Context: an optimization exercise on an open-source flow, tuned for small area, a short achievable clock period and few clock cycles per item. The choices shown serve that exercise and are no tape-out recipe. The RTL was checked by simulation tests, not by an equivalence proof against the original design. Power is estimated from default activity; no workload was simulated.

[flow/config.mk]
export PLATFORM = sky130hd
export DESIGN_NAME = seq_multiplier
export DESIGN_NICKNAME = seq_multiplier
export VERILOG_FILES = /design/flow/design.v
export SDC_FILE = /design/flow/constraint.sdc
export NUM_CORES = 4
export LEC_CHECK = 0
export CAP_MARGIN = 20
export CORE_MARGIN = 2
export CORE_UTILIZATION = 40
export SETUP_SLACK_MARGIN = 2.6
export SLEW_MARGIN = 20
export TNS_END_PERCENT = 10
[flow/design.v]
module seq_multiplier #(
    parameter N = 32
)(
    input  wire clk,
    input  wire rst,
    input  wire start,
    input  wire [N-1:0] multiplicand,
    input  wire [N-1:0] multiplier,
    output wire [2*N-1:0] product,
    output wire busy,
    output wire done
);
  reg busy_q, idle_r, done_r, cpa2_r, first_r;
  reg gm, gs, gcn;          
  reg [3:0] cnt;
  reg [31:0] plo;           
  reg [31:0] phi;           
  reg [34:0] s, c;          
  reg [3:0] px, py;         
  reg cf;                   
  reg [3:0] lo;             
  reg [2:0] bg, bp;         
  reg nan, oa, ta, nb, ob, tb;   
  wire na = ~nan;              
  assign busy = busy_q;
  assign done = done_r;
  assign product = {phi, plo};
  wire busy_n = ~rst & (idle_r ? start : ~cpa2_r);
  always @(posedge clk) begin
    busy_q  <= busy_n;           
    idle_r  <= ~busy_n;          
    done_r  <= ~rst & ~idle_r & cpa2_r;
    cpa2_r  <= ~rst & ~idle_r & (cnt == 4'd9);
    cnt     <= idle_r ? 4'd1 : cnt + 4'd1;
    first_r <= idle_r;
    gm      <= idle_r & multiplier[0];   
    gs      <= ~idle_r;                  
    gcn     <= idle_r;                   
  end
  wire m7 = (cnt == 4'd7);                   
  wire [2:0] tra = idle_r ? {multiplier[2:1], 1'b0} : plo[6:4];
  wire [2:0] trb = idle_r ? multiplier[4:2] : {plo[8] & ~m7, plo[7:6]};
  always @(posedge clk) begin
    nan <= ~tra[2];
    oa <= tra[1] ^ tra[0];
    ta <= (tra[2] & ~tra[1] & ~tra[0]) | (~tra[2] & tra[1] & tra[0]);
    nb <= trb[2];
    ob <= trb[1] ^ trb[0];
    tb <= (trb[2] & ~trb[1] & ~trb[0]) | (~trb[2] & trb[1] & trb[0]);
  end
  wire [33:0] mcx = {1'b0, multiplicand, 1'b0};
  wire [32:0] sa, sb;
  genvar k;
  generate
    for (k = 0; k < 33; k = k + 1) begin : g_pp
      assign sa[k] = (oa & mcx[k+1]) | (ta & mcx[k]);
      assign sb[k] = (ob & mcx[k+1]) | (tb & mcx[k]);
    end
  endgenerate
  wire ta34 = first_r ? na : ~na;
  wire ta35 = first_r ? na : 1'b1;
  wire ta36 = first_r & ~na;
  wire [34:0] se = ({3'b000, multiplicand} & {35{gm}}) | (s & {35{gs}});
  wire [34:0] ce = c & ~{35{gcn}};
  wire fs1 = ce[1] ^ na ^ se[1];
  wire fc2 = (ce[1] & na) | (ce[1] & se[1]) | (na & se[1]);
  wire pp3 = sa[0] ^ na;
  wire pp6 = sa[1] ^ na;
  wire fs4 = ce[2] ^ se[2] ^ pp6;
  wire fc5 = (ce[2] & se[2]) | (ce[2] & pp6) | (se[2] & pp6);
  wire fs7 = ce[3] ^ nb ^ se[3];
  wire fc8 = (ce[3] & nb) | (ce[3] & se[3]) | (nb & se[3]);
  wire pp11 = sb[0] ^ nb;
  wire pp12 = sa[2] ^ na;
  wire fs9 = pp11 ^ pp12 ^ fs7;
  wire fc10 = (pp11 & pp12) | (pp11 & fs7) | (pp12 & fs7);
  wire pp15 = sb[1] ^ nb;
  wire fs13 = ce[4] ^ se[4] ^ pp15;
  wire fc14 = (ce[4] & se[4]) | (ce[4] & pp15) | (se[4] & pp15);
  wire pp18 = sa[3] ^ na;
  wire fs16 = pp18 ^ fc8 ^ fs13;
  wire fc17 = (pp18 & fc8) | (pp18 & fs13) | (fc8 & fs13);
  wire pp21 = sb[2] ^ nb;
  wire fs19 = ce[5] ^ se[5] ^ pp21;
  wire fc20 = (ce[5] & se[5]) | (ce[5] & pp21) | (se[5] & pp21);
  wire pp24 = sa[4] ^ na;
  wire fs22 = pp24 ^ fc14 ^ fs19;
  wire fc23 = (pp24 & fc14) | (pp24 & fs19) | (fc14 & fs19);
  wire pp27 = sb[3] ^ nb;
  wire fs25 = ce[6] ^ se[6] ^ pp27;
  wire fc26 = (ce[6] & se[6]) | (ce[6] & pp27) | (se[6] & pp27);
  wire pp30 = sa[5] ^ na;
  wire fs28 = pp30 ^ fc20 ^ fs25;
  wire fc29 = (pp30 & fc20) | (pp30 & fs25) | (fc20 & fs25);
  wire pp33 = sb[4] ^ nb;
  wire fs31 = ce[7] ^ se[7] ^ pp33;
  wire fc32 = (ce[7] & se[7]) | (ce[7] & pp33) | (se[7] & pp33);
  wire pp36 = sa[6] ^ na;
  wire fs34 = pp36 ^ fc26 ^ fs31;
  wire fc35 = (pp36 & fc26) | (pp36 & fs31) | (fc26 & fs31);
  wire pp39 = sb[5] ^ nb;
  wire fs37 = ce[8] ^ se[8] ^ pp39;
  wire fc38 = (ce[8] & se[8]) | (ce[8] & pp39) | (se[8] & pp39);
  wire pp42 = sa[7] ^ na;
  wire fs40 = pp42 ^ fc32 ^ fs37;
  wire fc41 = (pp42 & fc32) | (pp42 & fs37) | (fc32 & fs37);
  wire pp45 = sb[6] ^ nb;
  wire fs43 = ce[9] ^ se[9] ^ pp45;
  wire fc44 = (ce[9] & se[9]) | (ce[9] & pp45) | (se[9] & pp45);
  wire pp48 = sa[8] ^ na;
  wire fs46 = pp48 ^ fc38 ^ fs43;
  wire fc47 = (pp48 & fc38) | (pp48 & fs43) | (fc38 & fs43);
  wire pp51 = sb[7] ^ nb;
  wire fs49 = ce[10] ^ se[10] ^ pp51;
  wire fc50 = (ce[10] & se[10]) | (ce[10] & pp51) | (se[10] & pp51);
  wire pp54 = sa[9] ^ na;
  wire fs52 = pp54 ^ fc44 ^ fs49;
  wire fc53 = (pp54 & fc44) | (pp54 & fs49) | (fc44 & fs49);
  wire pp57 = sb[8] ^ nb;
  wire fs55 = ce[11] ^ se[11] ^ pp57;
  wire fc56 = (ce[11] & se[11]) | (ce[11] & pp57) | (se[11] & pp57);
  wire pp60 = sa[10] ^ na;
  wire fs58 = pp60 ^ fc50 ^ fs55;
  wire fc59 = (pp60 & fc50) | (pp60 & fs55) | (fc50 & fs55);
  wire pp63 = sb[9] ^ nb;
  wire fs61 = ce[12] ^ se[12] ^ pp63;
  wire fc62 = (ce[12] & se[12]) | (ce[12] & pp63) | (se[12] & pp63);
  wire pp66 = sa[11] ^ na;
  wire fs64 = pp66 ^ fc56 ^ fs61;
  wire fc65 = (pp66 & fc56) | (pp66 & fs61) | (fc56 & fs61);
  wire pp69 = sb[10] ^ nb;
  wire fs67 = ce[13] ^ se[13] ^ pp69;
  wire fc68 = (ce[13] & se[13]) | (ce[13] & pp69) | (se[13] & pp69);
  wire pp72 = sa[12] ^ na;
  wire fs70 = pp72 ^ fc62 ^ fs67;
  wire fc71 = (pp72 & fc62) | (pp72 & fs67) | (fc62 & fs67);
  wire pp75 = sb[11] ^ nb;
  wire fs73 = ce[14] ^ se[14] ^ pp75;
  wire fc74 = (ce[14] & se[14]) | (ce[14] & pp75) | (se[14] & pp75);
  wire pp78 = sa[13] ^ na;
  wire fs76 = pp78 ^ fc68 ^ fs73;
  wire fc77 = (pp78 & fc68) | (pp78 & fs73) | (fc68 & fs73);
  wire pp81 = sb[12] ^ nb;
  wire fs79 = ce[15] ^ se[15] ^ pp81;
  wire fc80 = (ce[15] & se[15]) | (ce[15] & pp81) | (se[15] & pp81);
  wire pp84 = sa[14] ^ na;
  wire fs82 = pp84 ^ fc74 ^ fs79;
  wire fc83 = (pp84 & fc74) | (pp84 & fs79) | (fc74 & fs79);
  wire pp87 = sb[13] ^ nb;
  wire fs85 = ce[16] ^ se[16] ^ pp87;
  wire fc86 = (ce[16] & se[16]) | (ce[16] & pp87) | (se[16] & pp87);
  wire pp90 = sa[15] ^ na;
  wire fs88 = pp90 ^ fc80 ^ fs85;
  wire fc89 = (pp90 & fc80) | (pp90 & fs85) | (fc80 & fs85);
  wire pp93 = sb[14] ^ nb;
  wire fs91 = ce[17] ^ se[17] ^ pp93;
  wire fc92 = (ce[17] & se[17]) | (ce[17] & pp93) | (se[17] & pp93);
  wire pp96 = sa[16] ^ na;
  wire fs94 = pp96 ^ fc86 ^ fs91;
  wire fc95 = (pp96 & fc86) | (pp96 & fs91) | (fc86 & fs91);
  wire pp99 = sb[15] ^ nb;
  wire fs97 = ce[18] ^ se[18] ^ pp99;
  wire fc98 = (ce[18] & se[18]) | (ce[18] & pp99) | (se[18] & pp99);
  wire pp102 = sa[17] ^ na;
  wire fs100 = pp102 ^ fc92 ^ fs97;
  wire fc101 = (pp102 & fc92) | (pp102 & fs97) | (fc92 & fs97);
  wire pp105 = sb[16] ^ nb;
  wire fs103 = ce[19] ^ se[19] ^ pp105;
  wire fc104 = (ce[19] & se[19]) | (ce[19] & pp105) | (se[19] & pp105);
  wire pp108 = sa[18] ^ na;
  wire fs106 = pp108 ^ fc98 ^ fs103;
  wire fc107 = (pp108 & fc98) | (pp108 & fs103) | (fc98 & fs103);
  wire pp111 = sb[17] ^ nb;
  wire fs109 = ce[20] ^ se[20] ^ pp111;
  wire fc110 = (ce[20] & se[20]) | (ce[20] & pp111) | (se[20] & pp111);
  wire pp114 = sa[19] ^ na;
  wire fs112 = pp114 ^ fc104 ^ fs109;
  wire fc113 = (pp114 & fc104) | (pp114 & fs109) | (fc104 & fs109);
  wire pp117 = sb[18] ^ nb;
  wire fs115 = ce[21] ^ se[21] ^ pp117;
  wire fc116 = (ce[21] & se[21]) | (ce[21] & pp117) | (se[21] & pp117);
  wire pp120 = sa[20] ^ na;
  wire fs118 = pp120 ^ fc110 ^ fs115;
  wire fc119 = (pp120 & fc110) | (pp120 & fs115) | (fc110 & fs115);
  wire pp123 = sb[19] ^ nb;
  wire fs121 = ce[22] ^ se[22] ^ pp123;
  wire fc122 = (ce[22] & se[22]) | (ce[22] & pp123) | (se[22] & pp123);
  wire pp126 = sa[21] ^ na;
  wire fs124 = pp126 ^ fc116 ^ fs121;
  wire fc125 = (pp126 & fc116) | (pp126 & fs121) | (fc116 & fs121);
  wire pp129 = sb[20] ^ nb;
  wire fs127 = ce[23] ^ se[23] ^ pp129;
  wire fc128 = (ce[23] & se[23]) | (ce[23] & pp129) | (se[23] & pp129);
  wire pp132 = sa[22] ^ na;
  wire fs130 = pp132 ^ fc122 ^ fs127;
  wire fc131 = (pp132 & fc122) | (pp132 & fs127) | (fc122 & fs127);
  wire pp135 = sb[21] ^ nb;
  wire fs133 = ce[24] ^ se[24] ^ pp135;
  wire fc134 = (ce[24] & se[24]) | (ce[24] & pp135) | (se[24] & pp135);
  wire pp138 = sa[23] ^ na;
  wire fs136 = pp138 ^ fc128 ^ fs133;
  wire fc137 = (pp138 & fc128) | (pp138 & fs133) | (fc128 & fs133);
  wire pp141 = sb[22] ^ nb;
  wire fs139 = ce[25] ^ se[25] ^ pp141;
  wire fc140 = (ce[25] & se[25]) | (ce[25] & pp141) | (se[25] & pp141);
  wire pp144 = sa[24] ^ na;
  wire fs142 = pp144 ^ fc134 ^ fs139;
  wire fc143 = (pp144 & fc134) | (pp144 & fs139) | (fc134 & fs139);
  wire pp147 = sb[23] ^ nb;
  wire fs145 = ce[26] ^ se[26] ^ pp147;
  wire fc146 = (ce[26] & se[26]) | (ce[26] & pp147) | (se[26] & pp147);
  wire pp150 = sa[25] ^ na;
  wire fs148 = pp150 ^ fc140 ^ fs145;
  wire fc149 = (pp150 & fc140) | (pp150 & fs145) | (fc140 & fs145);
  wire pp153 = sb[24] ^ nb;
  wire fs151 = ce[27] ^ se[27] ^ pp153;
  wire fc152 = (ce[27] & se[27]) | (ce[27] & pp153) | (se[27] & pp153);
  wire pp156 = sa[26] ^ na;
  wire fs154 = pp156 ^ fc146 ^ fs151;
  wire fc155 = (pp156 & fc146) | (pp156 & fs151) | (fc146 & fs151);
  wire pp159 = sb[25] ^ nb;
  wire fs157 = ce[28] ^ se[28] ^ pp159;
  wire fc158 = (ce[28] & se[28]) | (ce[28] & pp159) | (se[28] & pp159);
  wire pp162 = sa[27] ^ na;
  wire fs160 = pp162 ^ fc152 ^ fs157;
  wire fc161 = (pp162 & fc152) | (pp162 & fs157) | (fc152 & fs157);
  wire pp165 = sb[26] ^ nb;
  wire fs163 = ce[29] ^ se[29] ^ pp165;
  wire fc164 = (ce[29] & se[29]) | (ce[29] & pp165) | (se[29] & pp165);
  wire pp168 = sa[28] ^ na;
  wire fs166 = pp168 ^ fc158 ^ fs163;
  wire fc167 = (pp168 & fc158) | (pp168 & fs163) | (fc158 & fs163);
  wire pp171 = sb[27] ^ nb;
  wire fs169 = ce[30] ^ se[30] ^ pp171;
  wire fc170 = (ce[30] & se[30]) | (ce[30] & pp171) | (se[30] & pp171);
  wire pp174 = sa[29] ^ na;
  wire fs172 = pp174 ^ fc164 ^ fs169;
  wire fc173 = (pp174 & fc164) | (pp174 & fs169) | (fc164 & fs169);
  wire pp177 = sb[28] ^ nb;
  wire fs175 = ce[31] ^ se[31] ^ pp177;
  wire fc176 = (ce[31] & se[31]) | (ce[31] & pp177) | (se[31] & pp177);
  wire pp180 = sa[30] ^ na;
  wire fs178 = pp180 ^ fc170 ^ fs175;
  wire fc179 = (pp180 & fc170) | (pp180 & fs175) | (fc170 & fs175);
  wire pp183 = sb[29] ^ nb;
  wire fs181 = ce[32] ^ se[32] ^ pp183;
  wire fc182 = (ce[32] & se[32]) | (ce[32] & pp183) | (se[32] & pp183);
  wire pp186 = sa[31] ^ na;
  wire fs184 = pp186 ^ fc176 ^ fs181;
  wire fc185 = (pp186 & fc176) | (pp186 & fs181) | (fc176 & fs181);
  wire pp189 = sb[30] ^ nb;
  wire fs187 = ce[33] ^ se[33] ^ pp189;
  wire fc188 = (ce[33] & se[33]) | (ce[33] & pp189) | (se[33] & pp189);
  wire pp192 = sa[32] ^ na;
  wire fs190 = pp192 ^ fc182 ^ fs187;
  wire fc191 = (pp192 & fc182) | (pp192 & fs187) | (fc182 & fs187);
  wire fs193 = ce[34] ^ ta34 ^ se[34];
  wire fc194 = (ce[34] & ta34) | (ce[34] & se[34]) | (ta34 & se[34]);
  wire pp197 = sb[31] ^ nb;
  wire fs195 = pp197 ^ fs193 ^ fc188;
  wire fc196 = (pp197 & fs193) | (pp197 & fc188) | (fs193 & fc188);
  wire pp200 = sb[32] ^ nb;
  wire fs198 = ta35 ^ pp200 ^ fc194;
  wire fc199 = (ta35 & pp200) | (ta35 & fc194) | (pp200 & fc194);
  wire fs201 = ta36 ^ ~nb ^ fc199;
  wire fc202 = (ta36 & ~nb) | (ta36 & fc199) | (~nb & fc199);
  wire [38:0] x = {1'b0, 1'b1, fs201, fs198, fc191, fc185, fc179, fc173, fc167, fc161, fc155, fc149, fc143, fc137, fc131, fc125, fc119, fc113, fc107, fc101, fc95, fc89, fc83, fc77, fc71, fc65, fc59, fc53, fc47, fc41, fc35, fc29, fc23, fc17, fc10, fc5, fc2, pp3, ce[0]};
  wire [38:0] y = {1'b0, fc202, 1'b0, fc196, fs195, fs190, fs184, fs178, fs172, fs166, fs160, fs154, fs148, fs142, fs136, fs130, fs124, fs118, fs112, fs106, fs100, fs94, fs88, fs82, fs76, fs70, fs64, fs58, fs52, fs46, fs40, fs34, fs28, fs22, fs16, fs9, fs4, fs1, se[0]};
  wire [4:0] lo5 = {1'b0, px} + {1'b0, py} + {4'd0, cf};
  wire [8:0] a0 = {1'b0, s[7:0]}   + {1'b0, c[7:0]};
  wire [8:0] a1 = {1'b0, s[15:8]}  + {1'b0, c[15:8]};
  wire [8:0] a2 = {1'b0, s[23:16]} + {1'b0, c[23:16]};
  wire [7:0] a3 = s[31:24] + c[31:24];
  wire k1 = bg[0] | (bp[0] & cf);
  wire k2 = bg[1] | (bp[1] & bg[0]) | (bp[1] & bp[0] & cf);
  wire k3 = bg[2] | (bp[2] & bg[1]) | (bp[2] & bp[1] & bg[0]) | (bp[2] & bp[1] & bp[0] & cf);
  wire [7:0] i0 = phi[7:0]   + {7'd0, cf};
  wire [7:0] i1 = phi[15:8]  + {7'd0, k1};
  wire [7:0] i2 = phi[23:16] + {7'd0, k2};
  wire [7:0] i3 = phi[31:24] + {7'd0, k3};
  always @(posedge clk) begin
    plo <= idle_r ? multiplier : {lo, plo[31:4]};
    lo  <= lo5[3:0];
    phi <= cpa2_r ? {i3, i2, i1, i0} : {a3, a2[7:0], a1[7:0], a0[7:0]};
    bg  <= {a2[8], a1[8], a0[8]};
    bp  <= {&a2[7:0], &a1[7:0], &a0[7:0]};
    s   <= x[38:4];
    c   <= y[38:4];
    px  <= idle_r ? 4'd0 : x[3:0];
    py  <= idle_r ? 4'd0 : y[3:0];
    cf  <= ~idle_r & lo5[4];
  end
endmodule
[flow/constraint.sdc]
create_clock -name core_clock -period 4.5 [get_ports {clk}]
set_input_delay 0.9000 -clock core_clock [delete_from_list [all_inputs] [get_ports {clk}]]
set_output_delay 0.9000 -clock core_clock [all_outputs]
set_load 0.01 [all_outputs]
[flow/standard.sh]
#!/bin/bash
# synth_recipe.tcl (not shown) runs the flow's synth.tcl, then flattens the netlist and writes it again
# the make line also repeats each setting of config.mk as NAME=value (left out here)
make -C /OpenROAD-flow-scripts/flow DESIGN_CONFIG=/design/flow/config.mk WORK_HOME=/design/flow/orfs CLKGATE_MAP_FILE= SYNTH_SCRIPT=/design/flow/synth_recipe.tcl "${@:-finish}"
[flow/flow/run.sh]
#!/bin/bash
# Layout flow: the standard ORFS flow (standard.sh, unchanged synthesis), with
#  - port buffers made of sky130_fd_sc_hd__buf_2 instead of the default delay-cell buffers;
#  - clock tree synthesis without dummy load cells, with larger sink clusters.
# make's full output goes to make_finish.log in the work folder; ORFS keeps each step's log
# under orfs/logs/.
set -euo pipefail
CTS="-sink_clustering_enable -repair_clock_nets -dont_use_dummy_load -sink_clustering_size 30 -buf_list sky130_fd_sc_hd__clkbuf_16"
bash standard.sh "BUFFER_PORTS_ARGS=-buffer_cell sky130_fd_sc_hd__buf_2" "CTS_ARGS=$CTS" finish > make_finish.log 2>&1
test -f out/final.def
==> results of run 1 <==
==> cell families after synthesis <==
logic type / share of synthesized area [%]
multiplexers: 4.545
buffers and inverters: 3.463
flip-flops: 35.93
XOR/XNOR: 10.89
adder cells (fa/ha/maj): 21.72
AND/OR/NAND/NOR: 9.103
AO/OA/AOI/OAI: 14.35
==> state kept, by name, summed over array words and instances, names as in the netlist, 3 cells and up <==
register / flops
c: 33
bg: 3
bp: 3
s: 33
px: 4
phi: 32
py: 4
lo: 4
cnt: 4
plo: 32
==> cell usage after synthesis (2+ instances only) <==
cell type | instances | share of area, %
mux2_2 | 32 | 3.9
nor2_1 | 18 | 0.73
ha_1 | 47 | 6.4
inv_1 | 44 | 1.8
o22ai_1 | 2 | 0.14
o21a_1 | 6 | 0.49
nor3b_1 | 6 | 0.49
xnor2_1 | 91 | 8.6
dfxtp_1 | 166 | 36
a211oi_1 | 4 | 0.32
a221oi_1 | 2 | 0.19
nor2b_1 | 34 | 2.3
nor3_1 | 4 | 0.22
nand2_1 | 40 | 1.6
and3_1 | 10 | 0.68
buf_1 | 6 | 0.24
a21o_1 | 13 | 1.1
a21oi_1 | 20 | 1.1
fa_1 | 71 | 15
a22oi_1 | 65 | 5.3
nor4b_1 | 3 | 0.28
o2111ai_1 | 2 | 0.19
nand3_1 | 18 | 0.97
o31ai_1 | 5 | 0.41
or2_2 | 2 | 0.14
nor4_1 | 2 | 0.14
xor2_1 | 24 | 2.3
nand2b_1 | 8 | 0.54
clkbuf_1 | 33 | 1.3
o311a_1 | 2 | 0.22
o21bai_1 | 2 | 0.16
mux2i_1 | 6 | 0.65
a22o_1 | 25 | 2.4
o21ai_0 | 37 | 2.0
and2_1 | 4 | 0.27
==> timing repair <==
| item | CTS | global route |
|---|---|---|
| buffers inserted | 19 | 5 |
| resized for setup | 48 | 40 |
| pin swaps | 25 | 14 |
| hold buffers | 0 | 0 |
| setup endpoints to repair | 83 | 95 |
==> layout make-up <==
type	instances	area (um^2)	share of cell area (%)
Antenna cell	1	2.502	0.02234
Clock buffer	17	425.4	3.797
Inverter	45	171.4	1.530
Multi-Input combinational cell	617	5821	51.95
Sequential cell	166	3356	29.95
Tap cell	285	356.6	3.183
Timing Repair Buffer	164	1071	9.560
==> power breakdown <==
| part | switching, W | leakage [nW] | internal [W] |
|---|---|---|---|
| logic | 0.00203 | 3.16 | 0.00181 |
| registers | 0.000448 | 1.40 | 0.00207 |
| clock network | 0.000523 | 0.209 | 0.000656 |
==> final timing paths <==
kind              slack [ns]  cells after the start  endpoint
setup / recovery        2.41                      5      c[4]
hold / removal          0.44                      1    cnt[0]
setup reg to reg        2.44                      8     bp[1]
hold reg to reg         0.44                      1    cnt[0]
==> routing by layer <==
metal,vias to the layer above,global-route usage (%),share of wire [%]
met5,-,0,0.049
met1,3246,27.47,49
met4,2,4.980,1.3
li1,3272,-,-
met2,207,28.32,44
met3,26,4.111,5.8
==> per-stage QoR <==
stage	instance area, um^2	power [W]	worst slack (ns)
2_1_floorplan	9260	0.004969	2.269
3_3_place_gp	10190	0.005982	1.697
3_5_place_dp	10190	0.006044	1.976
4_1_cts	11010	0.007409	2.429
5_1_grt	11200	0.008212	2.381
6_report	11200	0.007544	2.411
==> worst max-delay path, delay by kind of cell <==
family,cells,cell delay [ns]
fa+ha+maj,2,0.94
buf+inv,1,0.15
compound gates,1,0.22
xor+xnor,1,0.14
==> notes.md, run 1 <==
- CP Capture Type: register
- RSZ-0062 raised after global routing: yes
- Post-route insts no fill: ~1300
- Setup_tns: 0 ns
- FMAX: 478.6 MHz
- GPL Wtd Cong: about 0.83
- Mapped cell area: a little over 9000 um^2
- CTS root buf: clkbuf_16
- IO Pins: between 100 and 150
- Final min period: between 2 and 2.5 ns
- Top FF cell, synth: dfxtp_1
- VDD IR max: about 0.28 mV
- Max-cap violation count: 0
- Cell count after synthesis: approximately 870
- Crit path top cell by count: fa_1
- Post-Route WL: about 22000 um
- Die Wd: between 150 and 200 um
- Worst Setup Start Kind: primary input
- Total clock sinks: roughly 170
- Post-synth ARST share: 0%
- H-tree level count: 4
- Pre-Repair DR Iteration Count: 5
- EDFF count, synth: 0
- Period utilization: a little under half
- Worst-path clk slew: about 0.060 ns
- CP max FO: 5
- Clk buf depth: 2
- Final setup viols: 0
- Worst-Margin Slew: ~0.60 ns
- Worst R2R Start: s[8]
- Post-DP HPWL: between 15000 and 20000 um
- Placed Instances: 1253
- Final setup skew: approximately 0.033 ns
- ANT nets after route: 0
- # nets final: between 1000 and 1500
- DR vias: ~6800
- Pin count of the biggest net entering global routing: between 50 and 60
- DIE HEIGHT: 156.1 um
- Worst min path class: register to register
- FILL cells: between 2000 and 2500
- Slew Limit Headroom: 60.15%
- Pwr/cell area: 673.3 nW/um^2
- Critical path class: primary input to register
- Starting Density: just over 40%
- Most frequent cells in the layout: 154 x dfxtp_1, 124 x buf_2, 89 x xnor2_1
- Critical path arrival: roughly 2.4 ns
- Max Slew Vio Count: 0
- DR iter-0 viols: 405
- GRT Residual Overflow: 0
- Sequential share of the synthesized area: between 30% and 40%
- Initial antenna violation count: 2
- CP max stage delay: between 0.4 and 0.5 ns
- Synthesized flop and latch total: about 170
- Synth warn: 1
- CTS buffer count: 17
- WHS: between 0.4 and 0.5 ns
- Num rows: 55
- CP max-delay cell: fa_1
- Clock latency at the later pin of the worst-skew pair: about 0.43 ns
- Layout cell share with drive strength beyond 1: between 20% and 30%
- First-pass GRT wire length: 35870 um
- P_leak: approximately 4.8 nW
- Distinct cell type count of the synthesized netlist: 49
- Setup crit start: multiplicand[5]
- DRC errors left: 0
- Post-layout util: 49.48%
- Floorplan Core Area: about 23000 um^2
- Syn_nets: about 1100
- Commonest non-fill, non-tap cell in the layout: dfxtp_1
- Number of global-route vias before repair: around 6700
- Status: timing/DRC/antenna clean
- Final hold violations: 0
- Average cell area after synthesis: 10.66 um^2
- Die area: around 24000 um^2
- Gr usage total: a little under a fifth
- Critical path cell sequence: buf_2, a22oi_2, xnor2_2, fa_1, fa_1
- DR vias/cell: approximately 5.2
- Req. time, crit path: about 4.8 ns
- CTS tree: done
- IO buf count: 132
- Area delta synth->final: 21.11%
- HP Start: cnt[0]
- Post-DR wirelength/cell: ~17 um
Testbench counts, summed over its fixed seeds: cycles 19,200, items 1,600.
==> inputs of run 2 (changes only) <==
--- a/flow/config.mk
+++ b/flow/config.mk
@@ -8,5 +8,6 @@
 export CAP_MARGIN = 20
 export CORE_MARGIN = 2
-export CORE_UTILIZATION = 40
+export CORE_UTILIZATION = 60
+export PLACE_DENSITY = 0.7
 export SETUP_SLACK_MARGIN = 2.6
 export SLEW_MARGIN = 20
==> run 2 against run 1 <==
Compared with the run above: synthesized cell count is the same; sequential power barely moved; core utilization grew 25 points; critical endpoint is now phi[30]; global-route usage up 10 points; worst setup slack got worse by 0.010 ns; still clean on timing, DRC and antenna; critical path depth is 5 higher; via count up 4.1%.
==> notes.md, run 2 <==
- Gr usage total: 28.86% (+10 points)
- Num rows: 45 (-18%)
- DR vias/cell: 5.853 (+12%)
- DRC errors left: 0 (unchanged)
- Req. time, crit path: 4.81 ns (+0.04 ns)
- Average cell area after synthesis: 10.66 um^2 (unchanged)
- DIE HEIGHT: 128.2 um (-18%)
- ANT nets after route: 0 (unchanged)
- Syn_nets: 1053 (unchanged)
- Critical path arrival: 2.41 ns (+0.05 ns)
- First-pass GRT wire length: 36670 um (+2.2%)
- Post-DR wirelength/cell: 18.96 um (+9.6%)
- Synth warn: 1 (unchanged)
- Top FF cell, synth: dfxtp_1
- IO buf count: 132 (unchanged)
- Cell-internal power: 0.004568 W (+0.49%)
- Initial antenna violation count: 0 (-2)
- Starting Density: 61.07% (+20 points)
- CP max-delay cell: dfxtp_4
- Final setup viols: 0 (unchanged)
- Post-synth ARST share: 0% (unchanged)
- Clk buf depth: 2 (unchanged)
- Cell count after synthesis: 868 (unchanged)
- Final worst slack: 2.400 ns (-0.01009 ns)
- Worst-Margin Slew: 0.6371 ns (+0.03947 ns)
- Slew Limit Headroom: 57.52% (-2.6 points)
- Top-count cell post-synth: dfxtp_1
- Clock Power Share: 15.7% (about the same)
- Setup_tns: 0 ns (unchanged)
- CTS tree: done
- Layout cell share with drive strength beyond 1: 27.44% (+1.2 points)
- CP max stage delay: 0.36 ns (-0.11 ns)
- FILL cells: 1071 (-49%)
- Worst-path clk slew: 0.07 ns (about the same)
- CTS Hold Bufs: 0 (unchanged)
- FMAX: 476.3 MHz (-0.48%)
- Pin count of the biggest net entering global routing: 53 (-8.6%)
- GRT Residual Overflow: 0 (unchanged)
- Sw Share: 39.04% (-0.70 points)
- Worst min path class: register to register
- CTS root buf: clkbuf_16
- Critical path cell sequence: a21o_4, a21o_4, a21o_1, ha_4, ha_4, nand3_4, nor2_2, xor2_1, a221oi_2, nand3_1
- Final min period: 2.100 ns (+0.01009 ns)
- Post-layout util: 74.23% (+25 points)
- Crit path buf inv count: 0 (-1)
- IO Pins: 133 (unchanged)
- Synthesized flop and latch total: 166 (unchanged)
- Distinct cell type count of the synthesized netlist: 49 (unchanged)
- Largest registers: c x33, s x33
- EDFF count, synth: 0 (unchanged)
- Pre-Repair DR Iteration Count: 5 (unchanged)
- DR iter-0 viols: 433 (+6.9%)
- CP max FO: 2 (-3)
- Logic gate share of total power: 50.8% (about the same)
- Ant. Diodes: 0 (-1)
- DR vias: 7029 (+4.1%)
- Max-cap violation count: 0 (unchanged)
- CP Capture Type: register
- Final hold violations: 0 (unchanged)
- Cell taking the most area after synthesis: dfxtp_1
- Status: timing/DRC/antenna clean
- Design Power: 0.007493 W (-0.67%)
- Most frequent cells in the layout: 152 x dfxtp_1, 121 x buf_2, 88 x xnor2_1
- Floorplan Core Area: 15150 um^2 (-33%)
- Period utilization: 46.66% (+0.22 points)
- H-tree level count: 4 (unchanged)
- Post-DP HPWL: 15390 um (-4.5%)
- Critical path class: register to register
- Pwr/cell area: 666.4 nW/um^2 (-1.0%)
- Mapped cell area: 9250 um^2 (unchanged)
- Sequential share of the synthesized area: 35.93% (unchanged)
- VDD IR max: 0.4439 mV (+59%)
- Number of global-route vias before repair: 7378 (+11%)
- Place WS: 1.986 ns (+0.01007 ns)
- # nets final: 1200 (+0.33%)
- CTS buffer count: 17 (unchanged)
- Most common library cells after synthesis: 166 x dfxtp_1, 91 x xnor2_1, 71 x fa_1, 65 x a22oi_1, 47 x ha_1
- P_leak: 4.837 nW (+1.4%)
- Clock latency at the later pin of the worst-skew pair: 0.42 ns (about the same)
- Worst Setup Start Kind: register
- Crit path max-delay family: compound AO/OA/AOI/OAI gates
- Post-synth top area share: 35.93% (unchanged)
- Die Wd: 128.2 um (-18%)
- GPL Wtd Cong: 0.8691 (+4.6%)
- Post-Route WL: 22770 um (+1.6%)
- Flop pwr share: 33.6% (+0.2 points)
- NetSw: 0.002925 W (-2.4%)
- RSZ-0062 raised after global routing: yes
- Commonest non-fill, non-tap cell in the layout: dfxtp_1
- Top cells by area, synth: dfxtp_1 36%, fa_1 15%, xnor2_1 8.6%
- Area delta synth->final: 21.55%
- Total clock sinks: 166 (unchanged)
- Die area: 16430 um^2 (-33%)
- Max Slew Vio Count: 0 (unchanged)
- Final setup skew: 0.01890 ns (-0.01455 ns)
-- run 2: cell types whose count changed in the layout (fill, tap and decap cells not counted), moves of 2 or more --
cell       previous run  this run
nor3_2                2         0
a22oi_2              10        13
dfxtp_1             154       152
a22oi_1              55        52
buf_4                21        25
buf_2               124       121
a21o_4                0         2
a21o_1               13        11
bufbuf_16             0         3
-- run 2: layer usage --
metal	vias to the layer above	wire (um)	track usage [%]
met1	3359	9530	37.00
met3	61	1640	6.219
met2	324	10990	47.28
met4	0	605	12.67
met5	-	0	0
li1	3285	-	-
-- run 2: worst paths after layout --
kind | slack (ns) | depth (start not counted) | start | endpoint
min reg2reg | 0.44 | 1 | cnt[0] | cnt[0]
min | 0.44 | 1 | cnt[0] | cnt[0]
max | 2.40 | 10 | cf | phi[30]
max reg2reg | 2.40 | 10 | cf | phi[30]
-- run 2: kinds of logic after synthesis --
family	count (synthesis)	share of synthesized area [%]
buf+inv	85	3.463
simple gates	156	9.103
xor+xnor	115	10.89
flops	166	35.93
mux	38	4.545
compound gates	190	14.35
fa+ha+maj	118	21.72
-- run 2: per-stage QoR --
stage / instances / hold slack, ns / cell area, um^2
after floorplan: 868 / 0.3290 / 9260
after global placement: 1156 / 0.4095 / 10070
after detailed placement: 1156 / 0.4301 / 10070
after CTS: 1197 / 0.4444 / 11030
after global routing: 1201 / 0.4726 / 11240
final: 1201 / 0.4416 / 11240
-- run 2: timing repair --
item,4_1_cts,5_1_grt
pin swaps,30,21
endpoints found under the setup margin,84,90
resized for setup,63,45
gates cloned,3,0
setup buffers,21,4
-- run 2: area by class of cell --
cell class                      count  area [um^2]  share of cell area, %
Timing Repair Buffer              168         1192                  10.61
Tap cell                          188        235.2                  2.092
Multi-Input combinational cell    617         5858                  52.10
Clock buffer                       17        425.4                  3.784
Sequential cell                   166         3361                  29.89
Inverter                           45        171.4                  1.525
-- run 2: power by group through the flow --
| stage | combinational [W] | sequential [W] | clock [W] |
|---|---|---|---|
| 2_1_floorplan | 0.00252 | 0.00245 | 0 |
| 3_3_place_gp | 0.00331 | 0.00250 | 0 |
| 3_5_place_dp | 0.00344 | 0.00251 | 0 |
| 4_1_cts | 0.00364 | 0.00248 | 0.00119 |
| 5_1_grt | 0.00429 | 0.00257 | 0.00125 |
| 6_report | 0.00380 | 0.00252 | 0.00117 |
==> inputs of run 3 (changes only) <==
--- a/flow/config.mk
+++ b/flow/config.mk
@@ -8,7 +8,4 @@
 export CAP_MARGIN = 20
 export CORE_MARGIN = 2
-export CORE_UTILIZATION = 60
-export PLACE_DENSITY = 0.7
-export SETUP_SLACK_MARGIN = 2.6
+export CORE_UTILIZATION = 40
 export SLEW_MARGIN = 20
-export TNS_END_PERCENT = 10
==> run 3 against run 2 <==
Compared with the run above: clock power barely moved; combinational power shrank 7.4%; area after synthesis unchanged; total power shrank 3.5%; critical path type unchanged; design area decreased by 5.6%; critical path depth is 4 lower; cell count up 5.9%; largest power group unchanged; still clean; sequential power hardly changed; global-route usage down 9.9 points; register-to-register slack lost 0.52 ns; fmax is 20% lower.
==> notes.md, run 3 <==
- RSZ-0062 raised after global routing: no
- Area delta synth->final: 14.73%
- Cell count after synthesis: 868 (unchanged)
- Top-count cell post-synth: dfxtp_1
- Most frequent cells in the layout: 161 x dfxtp_1, 132 x buf_2, 91 x xnor2_1
- Sequential share of the synthesized area: 35.93% (unchanged)
- Post-synth ARST share: 0% (unchanged)
- DIE HEIGHT: 156.1 um (+22%)
- Most common library cells after synthesis: 166 x dfxtp_1, 91 x xnor2_1, 71 x fa_1, 65 x a22oi_1, 47 x ha_1
- Top FF cell, synth: dfxtp_1
- Placed Instances: 1253 (+8.4%)
- CTS Hold Bufs: 0 (unchanged)
- First-pass GRT wire length: 36160 um (-1.4%)
- Average cell area after synthesis: 10.66 um^2 (unchanged)
- Critical path class: register to register
- Post-Route WL: 22020 um (-3.3%)
- Mapped cell area: 9250 um^2 (unchanged)
- Worst-path clk slew: 0.06 ns (about the same)
- Floorplan Core Area: 22640 um^2 (+49%)
- VDD IR max: 0.2991 mV (-33%)
- Req. time, crit path: 4.78 ns (-0.03 ns)
- Worst-Margin Slew: 0.9862 ns (+0.3490 ns)
- H-tree level count: 4 (unchanged)
- Starting Density: 40.86% (-20 points)
- Num rows: 55 (+22%)
- Post-DP HPWL: 16450 um (+6.9%)
- GRT Residual Overflow: 0 (unchanged)
- ANT nets after route: 0 (unchanged)
- Initial antenna violation count: 2 (+2)
- DR vias/cell: 5.167 (-12%)
- Top cells by area, synth: dfxtp_1 36%, fa_1 15%, xnor2_1 8.6%
- Slew Limit Headroom: 34.16% (-23 points)
- Max Slew Vio Count: 0 (unchanged)
- Number of global-route vias before repair: 6842 (-7.3%)
- # nets final: 1172 (-2.3%)
- Post-route insts no fill: 1272 (+5.9%)
- FMAX: 382.4 MHz (-20%)
- Pwr/cell area: 681.0 nW/um^2 (+2.2%)
- Setup bufs post-CTS: 0 (-100%)
- CP Capture Type: register
- IO buf count: 132 (unchanged)
- Synthesized flop and latch total: 166 (unchanged)
- CTS buffer count: 17 (unchanged)
- Clock latency at the later pin of the worst-skew pair: 0.44 ns (+0.02 ns)
- Die Wd: 156.1 um (+22%)
- CTS root buf: clkbuf_16
- Worst min path class: register to register
- IO Pins: 133 (unchanged)
- DRC errors left: 0 (unchanged)
- Die area: 24360 um^2 (+48%)
- Syn_nets: 1053 (unchanged)
- Design Power: 0.007228 W (-3.5%)
- Cell taking the most area after synthesis: dfxtp_1
- Final min period: 2.615 ns (+0.5158 ns)
- CP max FO: 19 (+17)
- Largest registers: c x33, s x33
- Post-DR wirelength/cell: 17.31 um (-8.7%)
- DR iter-0 viols: 421 (-2.8%)
- CTS tree: done
- Status: timing/DRC/antenna clean
- Setup_tns: 0 ns (unchanged)
- Final setup viols: 0 (unchanged)
- DR vias: 6572 (-6.5%)
- EDFF count, synth: 0 (unchanged)
- P_leak: 4.562 nW (-5.7%)
- Period utilization: 58.12% (+11 points)
- Worst Setup Start Kind: register
- Cts repair resizes: 0 (-100%)
- Distinct cell type count of the synthesized netlist: 49 (unchanged)
- Commonest non-fill, non-tap cell in the layout: dfxtp_1
- Critical path arrival: 2.90 ns (+0.49 ns)
- Layout cell share with drive strength beyond 1: 20.30% (-7.1 points)
- Total clock sinks: 166 (unchanged)
- Synth warn: 1 (unchanged)
- Gr usage total: 18.98% (-9.9 points)
- Max-cap violation count: 0 (unchanged)
- Pre-Repair DR Iteration Count: 5 (unchanged)
- Final hold violations: 0 (unchanged)
- Final setup skew: 0.03021 ns (+0.01131 ns)
- GPL Wtd Cong: 0.8348 (-3.9%)
- Pin count of the biggest net entering global routing: 58 (+9.4%)
- Post-synth top area share: 35.93% (unchanged)
- Clk buf depth: 2 (unchanged)
## run 3: cell counts after synthesis
No cell type changed its count.
## run 3: cell families after synthesis
| group | count (synthesis) | share of synthesized area (%) |
|---|---|---|
| AND/OR/NAND/NOR | 156 | 9.103 |
| adder cells (fa/ha/maj) | 118 | 21.72 |
| XOR/XNOR | 115 | 10.89 |
| buffers and inverters | 85 | 3.463 |
| flip-flops | 166 | 35.93 |
| multiplexers | 38 | 4.545 |
| AO/OA/AOI/OAI | 190 | 14.35 |
## run 3: layer usage
layer	vias up	wire [um]	global-route usage [%]
met5	-	0	0
met4	0	278	5.242
met3	27	1172	4.111
met2	187	9670	28.45
met1	3132	10900	27.63
li1	3226	-	-
## run 3: path summary, 6_finish.rpt
kind	from	to	cells after the start	slack, ns
max	gm	py[3]	6	1.88
min reg2reg	cnt[0]	cnt[0]	1	0.44
max reg2reg	gm	py[3]	6	1.88
min	cnt[0]	cnt[0]	1	0.44
## run 3: stage by stage
step / utilization, % / hold WS [ns] / cell area, um^2 / setup slack, ns
final: 46.87 / 0.4428 / 10610 / 1.885
after global placement: 44.96 / 0.4205 / 10180 / 1.769
after floorplan: - / 0.3290 / 9250 / 2.251
after detailed placement: 44.97 / 0.4230 / 10180 / 1.862
after global routing: 46.86 / 0.4723 / 10610 / 1.774
after CTS: 46.85 / 0.4398 / 10610 / 1.854
## run 3: worst max-delay path, stage by stage (launching register included)
cell and delay, ns:
dfxtp_1 0.86, buf_4 0.35, a22oi_1 0.14, fa_1 0.49
inv_1 0.05, fa_1 0.44, nor2b_1 0.14
## run 3: power by group
| part | internal (W) | switching [W] |
|---|---|---|
| Sequential | 0.00207 | 0.000454 |
| Combinational | 0.00162 | 0.00190 |
| Clock | 0.000655 | 0.000528 |
| Total | 0.00435 | 0.00288 |
## run 3: final cells by class
class	count	area, um^2
flip-flops and latches	166	3329
inverters	45	168.9
repair buffers	140	720.7
fillers	2120	12030
diodes	2	5.005
well taps	285	356.6
clock buffers	17	425.4
multi-input cells	617	5607
==> inputs of run 4 (changes only) <==
--- a/flow/config.mk
+++ b/flow/config.mk
@@ -9,3 +9,5 @@
 export CORE_MARGIN = 2
 export CORE_UTILIZATION = 40
+export SETUP_SLACK_MARGIN = 2.8
 export SLEW_MARGIN = 20
+export TNS_END_PERCENT = 20
==> run 4 against run 3 <==
Compared with the run above: largest cell class unchanged; total power rose by 8.3%; flip-flop and latch count did not move; still clean on timing, DRC and antenna; largest power group unchanged; highest routed layer is now met5; fmax rose by 28%.
==> notes.md, run 4 <==
- Max Slew Vio Count: 0 (unchanged)
- Post-DR wirelength/cell: 18.12 um (+4.7%)
- GPL Wtd Cong: 0.8278 (-0.84%)
- Largest registers: c x33, s x33
- ANT nets after route: 0 (unchanged)
- Worst min path class: register to register
- DRC errors left: 0 (unchanged)
- Synth Area in Compound Gates: 14.35% (unchanged)
- Synth Area in Adders: 21.72% (unchanged)
- Top cells by area, synth: dfxtp_1 36%, fa_1 15%, xnor2_1 8.6%
- Routed wl met3: 1449 um (+24%)
- Clock Power Share: 15.2% (-1.2 points)
- Layout cell share with drive strength beyond 1: 33.56% (+13 points)
- Starting Density: 40.86% (unchanged)
- Mapped cell area: 9250 um^2 (unchanged)
- IO buf count: 132 (unchanged)
- Cell-internal power: 0.004695 W (+8.0%)
- Number of global-route vias before repair: 6744 (-1.4%)
- Mux cell area share after synthesis: 4.545% (unchanged)
- Setup_tns: 0 ns (unchanged)
- Area delta synth->final: 26.19%
- Initial antenna violation count: 3 (+1)
- Placed instance area: 10200 um^2 (+0.16%)
- Commonest non-fill, non-tap cell in the layout: dfxtp_1
- Xor and xnor area share after synthesis: 10.89% (unchanged)
- IO Pins: 133 (unchanged)
- Num rows: 55 (unchanged)
- Syn_nets: 1053 (unchanged)
- Post-layout util: 51.56% (+4.7 points)
- Req. time, crit path: 4.85 ns (+0.07 ns)
- Final hold violations: 0 (unchanged)
- DIE HEIGHT: 156.1 um (unchanged)
- Max-cap violation count: 0 (unchanged)
- Post-Route WL: 23660 um (+7.5%)
- Cell taking the most area after synthesis: dfxtp_1
- Worst-Margin Slew: 0.6032 ns (-0.3830 ns)
- NetSw: 0.003129 W (+8.6%)
- GRT Residual Overflow: 0 (unchanged)
- Die area: 24360 um^2 (unchanged)
- Top layer in use: met5
- Critical path class: register to register
- CP Capture Type: register
- Sw Share: 40.00% (+0.13 points)
- Largest family of logic cells by synthesized area: adder cells
- CTS root buf: clkbuf_16
- Logic gate share of total power: 52.5% (+3.8 points)
- Met1 wire length: 11380 um (+4.4%)
- Top-count cell post-synth: dfxtp_1
- Post-route insts no fill: 1306 (+2.7%)
- CTS tree: done
- CTS Hold Bufs: 0 (unchanged)
- Most common library cells after synthesis: 166 x dfxtp_1, 91 x xnor2_1, 71 x fa_1, 65 x a22oi_1, 47 x ha_1
- Total clock sinks: 166 (unchanged)
- DR vias/cell: 5.202 (+0.69%)
- Pin count of the biggest net entering global routing: 57 (-1.7%)
- Post-synth top area share: 35.93% (unchanged)
- Status: timing/DRC/antenna clean
- Clock latency at the later pin of the worst-skew pair: 0.44 ns (about the same)
- Pre-Repair DR Iteration Count: 5 (unchanged)
- Synth warn: 1 (unchanged)
- Cell count after synthesis: 868 (unchanged)
- FMAX: 490.7 MHz (+28%)
- First-pass GRT wire length: 37050 um (+2.4%)
- VDD IR max: 0.3009 mV (+0.57%)
- Gr usage total: 19.70% (+0.72 points)
- Post-layout instance area: 11670 um^2 (+10%)
- Die Wd: 156.1 um (unchanged)
- Distinct cell type count of the synthesized netlist: 49 (unchanged)
- H-tree level count: 4 (unchanged)
- Most frequent cells in the layout: 148 x dfxtp_1, 112 x buf_2, 75 x xnor2_1
- Post-DP HPWL: 16280 um (-1.0%)
- Sequential share of the synthesized area: 35.93% (unchanged)
- DR iter-0 viols: 364 (-14%)
- Synthesized flop and latch total: 166 (unchanged)
- Pwr/cell area: 670.3 nW/um^2 (-1.6%)
- CP max FO: 4 (-15)
- RSZ-0062 raised after global routing: yes
- Area share of and/or/nand/nor cells after synthesis: 9.103% (unchanged)
- P_leak: 4.911 nW (+7.6%)
- Top FF cell, synth: dfxtp_1
- # nets final: 1206 (+2.9%)
- Average cell area after synthesis: 10.66 um^2 (unchanged)
- Routed wl met2: 10430 um (+7.8%)
- Slew Limit Headroom: 59.78% (+26 points)
- DR vias: 6794 (+3.4%)
- Flop pwr share: 32.3% (-2.6 points)
- Post-synth ARST share: 0% (unchanged)
- Final min period: 2.038 ns (-0.5774 ns)
- Period utilization: 45.29% (-13 points)
- Critical path arrival: 2.39 ns (-0.51 ns)
- Placed Instances: 1254 (+0.080%)
- FILL cells: 2011 (-5.1%)
- EDFF count, synth: 0 (unchanged)
- Worst-path clk slew: 0.07 ns (about the same)
- Final setup viols: 0 (unchanged)
- Worst Setup Start Kind: register
- Clk buf depth: 2 (unchanged)
- Floorplan Core Area: 22640 um^2 (unchanged)
- Final setup skew: 0.02781 ns (-0.002403 ns)
- CTS buffer count: 17 (unchanged)
==> run 4: cell types whose count changed in the layout (fill, tap and decap cells not counted), moves of 19 or more <==
cell     before  now
fa_2          0   19
buf_4         8   36
fa_1         71   52
buf_2       132  112
a22oi_1      65   35
a22oi_2       0   30
==> run 4: power by group through the flow <==
stage          Combinational (W)  Clock, W  Sequential (W)
6_report                 0.00411   0.00119         0.00253
5_1_grt                  0.00461   0.00128         0.00260
4_1_cts                  0.00374   0.00122         0.00250
3_5_place_dp             0.00350         0         0.00254
3_3_place_gp             0.00343         0         0.00256
2_1_floorplan            0.00252         0         0.00245
==> run 4: critical path, cell delays in order (launching register included) <==
cell and delay [ns]:
dfxtp_1 0.37, ha_2 0.33, nor2b_4 0.15, o21a_1 0.21, o21a_1 0.23, or4b_4 0.54
nor4_2 0.14
==> run 4: per-layer routing <==
metal	up-vias	global-route usage [%]
met3	29	4.722
met5	-	0
met2	199	28.78
met4	2	6.116
li1	3303	-
met1	3261	28.72
==> run 4: cell families after synthesis <==
| logic type | after synthesis |
|---|---|
| XOR/XNOR | 115 |
| flip-flops | 166 |
| AO/OA/AOI/OAI | 190 |
| buffers and inverters | 85 |
| multiplexers | 38 |
| adder cells (fa/ha/maj) | 118 |
| AND/OR/NAND/NOR | 156 |
==> run 4: worst paths after layout <==
check	start	to	slack, ns	depth (start not counted)
setup reg to reg	c[10]	bp[1]	2.46	6
hold reg to reg	cnt[0]	cnt[0]	0.45	1
hold / removal	cnt[0]	cnt[0]	0.45	1
setup / recovery	c[10]	bp[1]	2.46	6
==> run 4: area by class of cell <==
class	instances	area [um^2]	area share [%]
clock buffers	17	425.4	3.645
inverters	45	171.4	1.469
flip-flops and latches	166	3363	28.81
repair buffers	174	1230	10.54
well taps	285	356.6	3.055
multi-input cells	617	6121	52.44
diodes	2	5.005	0.04288
==> run 4: metrics by stage <==
step | worst slack [ns] | power, W | hold slack (ns)
after floorplan | 2.269 | 0.004969 | 0.3290
after global placement | 1.807 | 0.005986 | 0.4180
after detailed placement | 1.859 | 0.006042 | 0.4362
after CTS | 2.453 | 0.007455 | 0.4517
after global routing | 2.383 | 0.008487 | 0.4857
final | 2.462 | 0.007824 | 0.4462
==> run 4: repair_timing <==
| action | 4_1_cts | 5_1_grt |
|---|---|---|
| buffers inserted | 20 | 10 |
| gates resized for setup | 94 | 87 |
| endpoints found under the setup margin | 161 | 165 |
| pin swaps | 66 | 70 |
| cloned | 1 | 2 |
==> inputs of run 5 (changes only) <==
==> flow/flow/run.sh (replaced) <==
#!/bin/bash
# Layout flow: the standard ORFS flow (standard.sh, unchanged synthesis), with
#  - port buffers made of sky130_fd_sc_hd__buf_2 instead of the default delay-cell buffers;
#  - clock tree synthesis without dummy load cells, with a clkbuf_16 root and clkbuf_8 leaves.
# make's full output goes to make_finish.log in the work folder; ORFS keeps each step's log
# under orfs/logs/.
set -euo pipefail
CTS="-sink_clustering_enable -repair_clock_nets -dont_use_dummy_load -root_buf sky130_fd_sc_hd__clkbuf_16 -buf_list sky130_fd_sc_hd__clkbuf_8"
bash standard.sh "BUFFER_PORTS_ARGS=-buffer_cell sky130_fd_sc_hd__buf_2" "CTS_ARGS=$CTS" finish > make_finish.log 2>&1
test -f out/final.def
--- a/flow/config.mk
+++ b/flow/config.mk
@@ -9,5 +9,5 @@
 export CORE_MARGIN = 2
 export CORE_UTILIZATION = 40
-export SETUP_SLACK_MARGIN = 2.8
+export SETUP_SLACK_MARGIN = 2.5
 export SLEW_MARGIN = 20
-export TNS_END_PERCENT = 20
+export TNS_END_PERCENT = 100
==> run 5 against run 4 <==
Compared with the run above: design area down 2.8%; fmax down 3.7%; first-iteration DRC count up 1.4%; via count about the same; flip-flop and latch count unchanged; critical endpoint is now c[29]; die area unchanged; register-to-register slack worse by 0.05 ns; combinational power down 4%; wire length down 0.81%; highest routed layer is now met4; still clean; clock power down 29%.
==> notes.md, run 5 <==
- Post-DR wirelength/cell: 18.13 um (about the same)
- Hold Path Cell Cnt: 1 (unchanged)
- Worst-path clk slew: 0.08 ns (about the same)
- Top-count cell post-synth: dfxtp_1
- CTS buffer count: 17 (unchanged)
- CP Capture Type: register
- GPL Wtd Cong: 0.8569 (+3.5%)
- CP max-delay cell: fa_2
- CTS tree: done
- Pwr/cell area: 643.5 nW/um^2 (-4.0%)
- VDD IR max: 0.2209 mV (-27%)
- CTS Hold Bufs: 0 (unchanged)
- Period utilization: 47.05% (+1.8 points)
- Max Slew Vio Count: 0 (unchanged)
- Mapped cell area: 9250 um^2 (unchanged)
- RSZ-0062 raised after global routing: yes
- Cell count after synthesis: 868 (unchanged)
- Pin count of the biggest net entering global routing: 48 (-16%)
- Final setup skew: 0.03553 ns (+0.007723 ns)
- Initial antenna violation count: 1 (-2)
- First-pass GRT wire length: 37160 um (+0.30%)
- Final setup viols: 0 (unchanged)
- ANT nets after route: 0 (unchanged)
- CTS root buf: clkbuf_16
- Post-synth ARST share: 0% (unchanged)
- DIE HEIGHT: 156.1 um (unchanged)
- Top FF cell, synth: dfxtp_1
- Slew Limit Headroom: 58.15% (-1.6 points)
- Sequential share of the synthesized area: 35.93% (unchanged)
- DR iter-0 viols: 369 (+1.4%)
- Setup_tns: 0 ns (unchanged)
- FILL cells: 2068 (+2.8%)
- Critical path arrival: 2.43 ns (+0.04 ns)
- Number of global-route vias before repair: 7019 (+4.1%)
- IO Pins: 133 (unchanged)
- Floorplan Core Area: 22640 um^2 (unchanged)
- # nets final: 1196 (-0.83%)
- Post-Route WL: 23470 um (-0.81%)
- Total clock sinks: 166 (unchanged)
- Reg-to-Reg End: phi[30]
- Die area: 24360 um^2 (unchanged)
- DR vias: 6798 (+0.059%)
- DRC errors left: 0 (unchanged)
- Post-layout util: 50.12% (-1.4 points)
- Most frequent cells in the layout: 153 x dfxtp_1, 114 x buf_2, 76 x xnor2_1
- P_leak: 4.797 nW (-2.3%)
- Area delta synth->final: 22.67%
- Critical path cell sequence: buf_8, a22oi_2, xnor2_2, fa_2, inv_1, fa_2
- Num rows: 55 (unchanged)
- Status: timing/DRC/antenna clean
- Synthesized flop and latch total: 166 (unchanged)
- Clk buf depth: 2 (unchanged)
- R2r setup slk: 2.41 ns (-0.05 ns)
- Post-route insts no fill: 1295 (-0.84%)
- Hold EP: cnt[0]
- Gr usage total: 19.60% (-0.10 points)
- Final hold violations: 0 (unchanged)
- Final min period: 2.117 ns (+0.07915 ns)
- Starting Density: 40.86% (unchanged)
- H-tree level count: 4 (unchanged)
- Worst R2R Path Depth: 10 (+4)
- Worst min path class: register to register
- Critical path class: primary input to register
- CP max FO: 4 (unchanged)
- Pre-Repair DR Iteration Count: 5 (unchanged)
- Commonest non-fill, non-tap cell in the layout: dfxtp_1
- Worst R2R Start: cf
- Top cells by area, synth: dfxtp_1 36%, fa_1 15%, xnor2_1 8.6%
- Clock latency at the later pin of the worst-skew pair: 0.40 ns (-0.04 ns)
- Placed Instances: 1255 (+0.080%)
- Max-cap violation count: 0 (unchanged)
- Req. time, crit path: 4.81 ns (-0.04 ns)
- Crit path buf inv count: 2 (+2)
- Crit path max-delay family: adder cells
- Post-synth top area share: 35.93% (unchanged)
- Largest registers: c x33, s x33
- Syn_nets: 1053 (unchanged)
- Synth warn: 1 (unchanged)
- Crit path top cell by count: fa_2
- FMAX: 472.4 MHz (-3.7%)
- Most common library cells after synthesis: 166 x dfxtp_1, 91 x xnor2_1, 71 x fa_1, 65 x a22oi_1, 47 x ha_1
- Worst Setup Start Kind: primary input
- Layout cell share with drive strength beyond 1: 31.22% (-2.3 points)
- Average cell area after synthesis: 10.66 um^2 (unchanged)
- EDFF count, synth: 0 (unchanged)
- Post-DP HPWL: 16650 um (+2.3%)
- CP max stage delay: 0.53 ns (about the same)
- HP Start: cnt[0]
- Worst-Margin Slew: 0.6277 ns (+0.02447 ns)
- Die Wd: 156.1 um (unchanged)
- Cell taking the most area after synthesis: dfxtp_1
- DR vias/cell: 5.249 (+0.91%)
- IO buf count: 132 (unchanged)
- GRT Residual Overflow: 0 (unchanged)
- Distinct cell type count of the synthesized netlist: 49 (unchanged)
==> run 5: where the power goes <==
group	internal [W]	switching [W]
sequential	0.00207	0.000435
clock	0.000358	0.000488
combinational	0.00188	0.00207
==> run 5: through the flow <==
| step | hold slack (ns) | total power, W | worst slack, ns | cell area, um^2 |
|---|---|---|---|---|
| floorplan | 0.3290 | 0.004987 | 2.269 | 9330 |
| global route | 0.4711 | 0.007941 | 2.299 | 11350 |
| global placement | 0.4212 | 0.005988 | 2.006 | 10270 |
| detailed placement | 0.4295 | 0.006050 | 2.003 | 10270 |
| finish | 0.4452 | 0.007302 | 2.383 | 11350 |
| CTS | 0.4496 | 0.007141 | 2.414 | 11010 |
==> run 5: cell families after synthesis <==
logic type | after synthesis | share of synthesized area [%]
buf+inv | 85 | 3.463
xor+xnor | 115 | 10.89
flops | 166 | 35.93
compound gates | 190 | 14.35
mux | 38 | 4.545
simple gates | 156 | 9.103
fa+ha+maj | 118 | 21.72
==> run 5: layout make-up <==
class	count	area, um^2	area share, %
Multi-Input combinational cell	617	6046	53.28
Sequential cell	166	3349	29.52
Timing Repair Buffer	164	1176	10.37
Tap cell	285	356.6	3.143
Clock buffer	17	245.2	2.161
Inverter	45	171.4	1.511
Antenna cell	1	2.502	0.02205
==> run 5: layer usage <==
layer  part of all wire (%)  routed length (um)  up-vias  global-route usage, %
li1                       -                   -     3276                      -
met1                     47               10960     3295                  26.31
met2                     46               10900      201                  31.77
met3                    5.5                1293       26                  4.417
met4                    1.3                 315        0                  5.679
met5                      0                   0        -                      0
==> run 5: worst max path at each step <==
stage          cells after the start  slack (ns)       to             start
2_1_floorplan                      4        2.27    c[10]  multiplicand[10]
5_1_grt                           10        2.30  phi[30]                cf
3_3_place_gp                       5        2.01    c[23]  multiplicand[23]
4_1_cts                            6        2.41     c[2]   multiplicand[3]
3_5_place_dp                       6        2.00     c[2]   multiplicand[3]
6_report                           6        2.38    c[29]  multiplicand[29]
==> run 5: worst reg2reg max path: stages (launching register included) <==
cell and delay (ns):
dfxtp_4 0.37, a21o_1 0.22, a21o_1 0.20, a21o_1 0.17
ha_2 0.19, ha_4 0.16, nand3_2 0.08, nor2_2 0.06
xor2_2 0.16, a221oi_2 0.26, nand3_1 0.09
==> run 5: timing repair <==
action	in CTS	in global routing
pin swaps	65	69
setup endpoints to repair	70	56
setup buffers	12	7
resized for setup	95	59
gates cloned	1	2
==> inputs of run 6 (changes only) <==
--- a/flow/config.mk
+++ b/flow/config.mk
@@ -9,5 +9,5 @@
 export CORE_MARGIN = 2
 export CORE_UTILIZATION = 40
-export SETUP_SLACK_MARGIN = 2.5
+export SETUP_SLACK_MARGIN = 2.6
 export SLEW_MARGIN = 20
-export TNS_END_PERCENT = 100
+export TNS_END_PERCENT = 50
==> run 6 against run 5 <==
Compared with the run above: critical endpoint is now phi[30]; global-route usage decreased by 0.18 points; still clean on timing, DRC and antenna; clock skew increased by 0.0055 ns; core utilization increased by 0.99 points; area after synthesis unchanged; die area unchanged; via count increased by 0.53%; first-iteration DRC count increased by 19%; cell count increased by 0.31%; largest cell class unchanged.
==> notes.md, run 6 <==
- Cell taking the most area after synthesis: dfxtp_1
- H-tree level count: 4 (unchanged)
- Sequential share of the synthesized area: 35.93% (unchanged)
- Most frequent cells in the layout: 151 x dfxtp_1, 107 x buf_2, 72 x xnor2_1
- Area of the multi-input gates: 6112 um^2 (+1.1%)
- Area delta synth->final: 25.09%
- CTS Hold Bufs: 0 (unchanged)
- Pwr/cell area: 632.8 nW/um^2 (-1.7%)
- Commonest non-fill, non-tap cell in the layout: dfxtp_1
- Met1 wire length: 10840 um (-1.1%)
- Post-DR wirelength/cell: 18.09 um (-0.22%)
- P_leak: 4.876 nW (+1.6%)
- Largest family of logic cells by synthesized area: adder cells
- Initial antenna violation count: 0 (-1)
- First-pass GRT wire length: 37120 um (about the same)
- Slew Limit Headroom: 33.90% (-24 points)
- Post-Route WL: 23490 um (about the same)
- Post-synth top area share: 35.93% (unchanged)
- VDD IR max: 0.3016 mV (+37%)
- Top cells by area, synth: dfxtp_1 36%, fa_1 15%, xnor2_1 8.6%
- Pre-Repair DR Iteration Count: 4 (-1)
- DRC errors left: 0 (unchanged)
- Clock latency at the later pin of the worst-skew pair: 0.40 ns (about the same)
- ANT nets after route: 0 (unchanged)
- DR vias/cell: 5.261 (+0.22%)
- Area share of and/or/nand/nor cells after synthesis: 9.103% (unchanged)
- GPL Wtd Cong: 0.7888 (-7.9%)
- Worst-path clk slew: 0.09 ns (about the same)
- Floorplan Core Area: 22640 um^2 (unchanged)
- Synth Area in Compound Gates: 14.35% (unchanged)
- Post-synth ARST share: 0% (unchanged)
- Top-count cell post-synth: dfxtp_1
- Most common library cells after synthesis: 166 x dfxtp_1, 91 x xnor2_1, 71 x fa_1, 65 x a22oi_1, 47 x ha_1
- Total clock sinks: 166 (unchanged)
- CP max FO: 2 (-2)
- Largest registers: c x33, s x33
- # nets final: 1201 (+0.42%)
- Worst-Margin Slew: 0.9916 ns (+0.3639 ns)
- Distinct cell type count of the synthesized netlist: 49 (unchanged)
- Cell count after synthesis: 868 (unchanged)
- Pin count of the biggest net entering global routing: 53 (+10%)
- Mux cell area share after synthesis: 4.545% (unchanged)
- Average cell area after synthesis: 10.66 um^2 (unchanged)
- Die Wd: 156.1 um (unchanged)
- Final hold violations: 0 (unchanged)
- CP Capture Type: register
- Status: timing/DRC/antenna clean
- Req. time, crit path: 4.74 ns (-0.07 ns)
- Number of global-route vias before repair: 7139 (+1.7%)
- FMAX: 462.7 MHz (-2.0%)
- CTS root buf: clkbuf_16
- Critical path class: register to register
- Starting Density: 40.86% (unchanged)
- Xor and xnor area share after synthesis: 10.89% (unchanged)
- Mapped cell area: 9250 um^2 (unchanged)
- Top layer in use: met4
- Layout cell share with drive strength beyond 1: 32.84% (+1.6 points)
- Num rows: 55 (unchanged)
- DIE HEIGHT: 156.1 um (unchanged)
- Post-DP HPWL: 16120 um (-3.2%)
- Gr usage total: 19.41% (-0.18 points)
- Final min period: 2.161 ns (+0.04424 ns)
- IO Pins: 133 (unchanged)
- Synthesized flop and latch total: 166 (unchanged)
- CTS buffer count: 17 (unchanged)
- Period utilization: 48.03% (+0.98 points)
- EDFF count, synth: 0 (unchanged)
- RSZ-0062 raised after global routing: yes
- Reg area: 3362 um^2 (+0.37%)
- Routed wl met3: 1539 um (+19%)
- IO buf count: 132 (unchanged)
- Setup_tns: 0 ns (unchanged)
- Synth warn: 1 (unchanged)
- Final setup skew: 0.04098 ns (+0.005451 ns)
- DR iter-0 viols: 438 (+19%)
- Die area: 24360 um^2 (unchanged)
- Final setup viols: 0 (unchanged)
- Clk buf depth: 2 (unchanged)
- Routed wl met2: 10800 um (-0.93%)
- GRT Residual Overflow: 0 (unchanged)
- Worst Setup Start Kind: register
- Max Slew Vio Count: 0 (unchanged)
- Design Power: 0.007322 W (+0.28%)
- Synth Area in Adders: 21.72% (unchanged)
- Syn_nets: 1053 (unchanged)
- Critical path arrival: 2.40 ns (-0.03 ns)
- Ant. Diodes: 0 (-1)
- Worst min path class: register to register
- Max-cap violation count: 0 (unchanged)
- CTS tree: done
- Top FF cell, synth: dfxtp_1
- DR vias: 6834 (+0.53%)
- FILL cells: 2026 (-2.0%)
-- run 6: power by group --
group	internal (W)	switching (W)	total [W]	leakage (nW)
combinational	0.00191	0.00206	0.00397	3.35
clock	0.000358	0.000478	0.000835	0.127
sequential	0.00208	0.000439	0.00251	1.40
-- run 6: timing repair --
item                                    CTS  global route
endpoints found under the setup margin   80            86
pin swaps                                76            78
resized for setup                       112            79
setup buffers                            12             8
gates cloned                              3             4
-- run 6: logic make-up (layout without fill, tap and decap cells) --
family / Yosys count / after routing
AOI/OAI and AO/OA: 190 / 190
xor gates and xnor gates: 115 / 115
adders and majority gates: 118 / 118
buffers and inverters: 85 / 231
DFF: 166 / 166
muxes: 38 / 38
and+or+nand+nor: 156 / 156
-- run 6: layout make-up --
type                            instances  share of cell area (%)
Sequential cell                       166                   29.05
Timing Repair Buffer                  169                   11.41
Tap cell                              285                   3.082
Multi-Input combinational cell        617                   52.82
Clock buffer                           17                   2.119
Inverter                               45                   1.514
-- run 6: worst max-delay path: stages (launching register included) --
cell	delay, ns
dfxtp_4	0.37
a21o_1	0.22
a21o_1	0.20
a21o_1	0.19
ha_4	0.17
ha_4	0.17
nand3_4	0.08
nor2_2	0.04
xor2_1	0.18
a221oi_2	0.25
nand3_1	0.14
-- run 6: per-stage QoR --
stage                     hold slack, ns  util (%)  cells  worst slack, ns  instance area, um^2
after floorplan                   0.3290         -    868            2.269                 9315
after global placement            0.4170     45.32   1255            2.004                10260
after detailed placement          0.4232     45.32   1255            1.956                10260
after CTS                         0.4401     49.00   1287            2.292                11090
after global routing              0.4672     51.11   1299            2.266                11570
final                             0.4364     51.11   1299            2.339                11570
-- run 6: final timing paths --
kind	startpoint	endpoint	cells after the start	slack, ns
min reg2reg	cnt[0]	cnt[0]	1	0.44
max reg2reg	cf	phi[30]	10	2.34
max	cf	phi[30]	10	2.34
min	cnt[0]	cnt[0]	1	0.44
-- run 6: layer usage --
layer  up-vias  track usage [%]
li1       3290                -
met1      3295            26.26
met2       223            30.99
met3        26            4.778
met4         0            5.461
met5         -                0

## what the ideal ports hide
The flow's constraints put no driver on any port. The routed layouts listed below were extracted and timed again, unchanged, in two steps. Step 1, drivers: a clkbuf_16 drives clk and a buf_2 each remaining input, both assumed. Step 2 times the ports against the registers' clock, not the clock port: input delays grow and output delays shrink by t, the midpoint of the rising clock arrivals with the driver on. Three values: no drivers, after step 1, after step 2; two values: the first two.
| run | t (ns) | setup WS [ns] | worst setup path after step 2 | worst register clock-pin slew, ns | worst slew at a driven data input, ns |
|---|---|---|---|---|---|
| run 1 | 0.458 | 2.411 / 2.434 / 1.976 | input to register | 0.08 / 0.08 | 0.07 |
| run 2 | 0.459 | 2.400 / 2.400 / 2.005 | input to register | 0.07 / 0.07 | 0.08 |
| run 3 | 0.468 | 1.885 / 1.885 / 1.885 | register to register | 0.08 / 0.08 | 0.07 |
| run 4 | 0.475 | 2.462 / 2.462 / 1.997 | input to register | 0.08 / 0.08 | 0.08 |
| run 5 | 0.422 | 2.383 / 2.391 / 1.969 | input to register | 0.11 / 0.11 | 0.10 |
| run 6 | 0.421 | 2.339 / 2.339 / 1.977 | input to register | 0.11 / 0.11 | 0.09 |
After both steps every run listed still meets setup and hold. The setup slack of run 4, which loses most, moves by 0.000 ns with the drivers and by -0.465 ns with both steps.
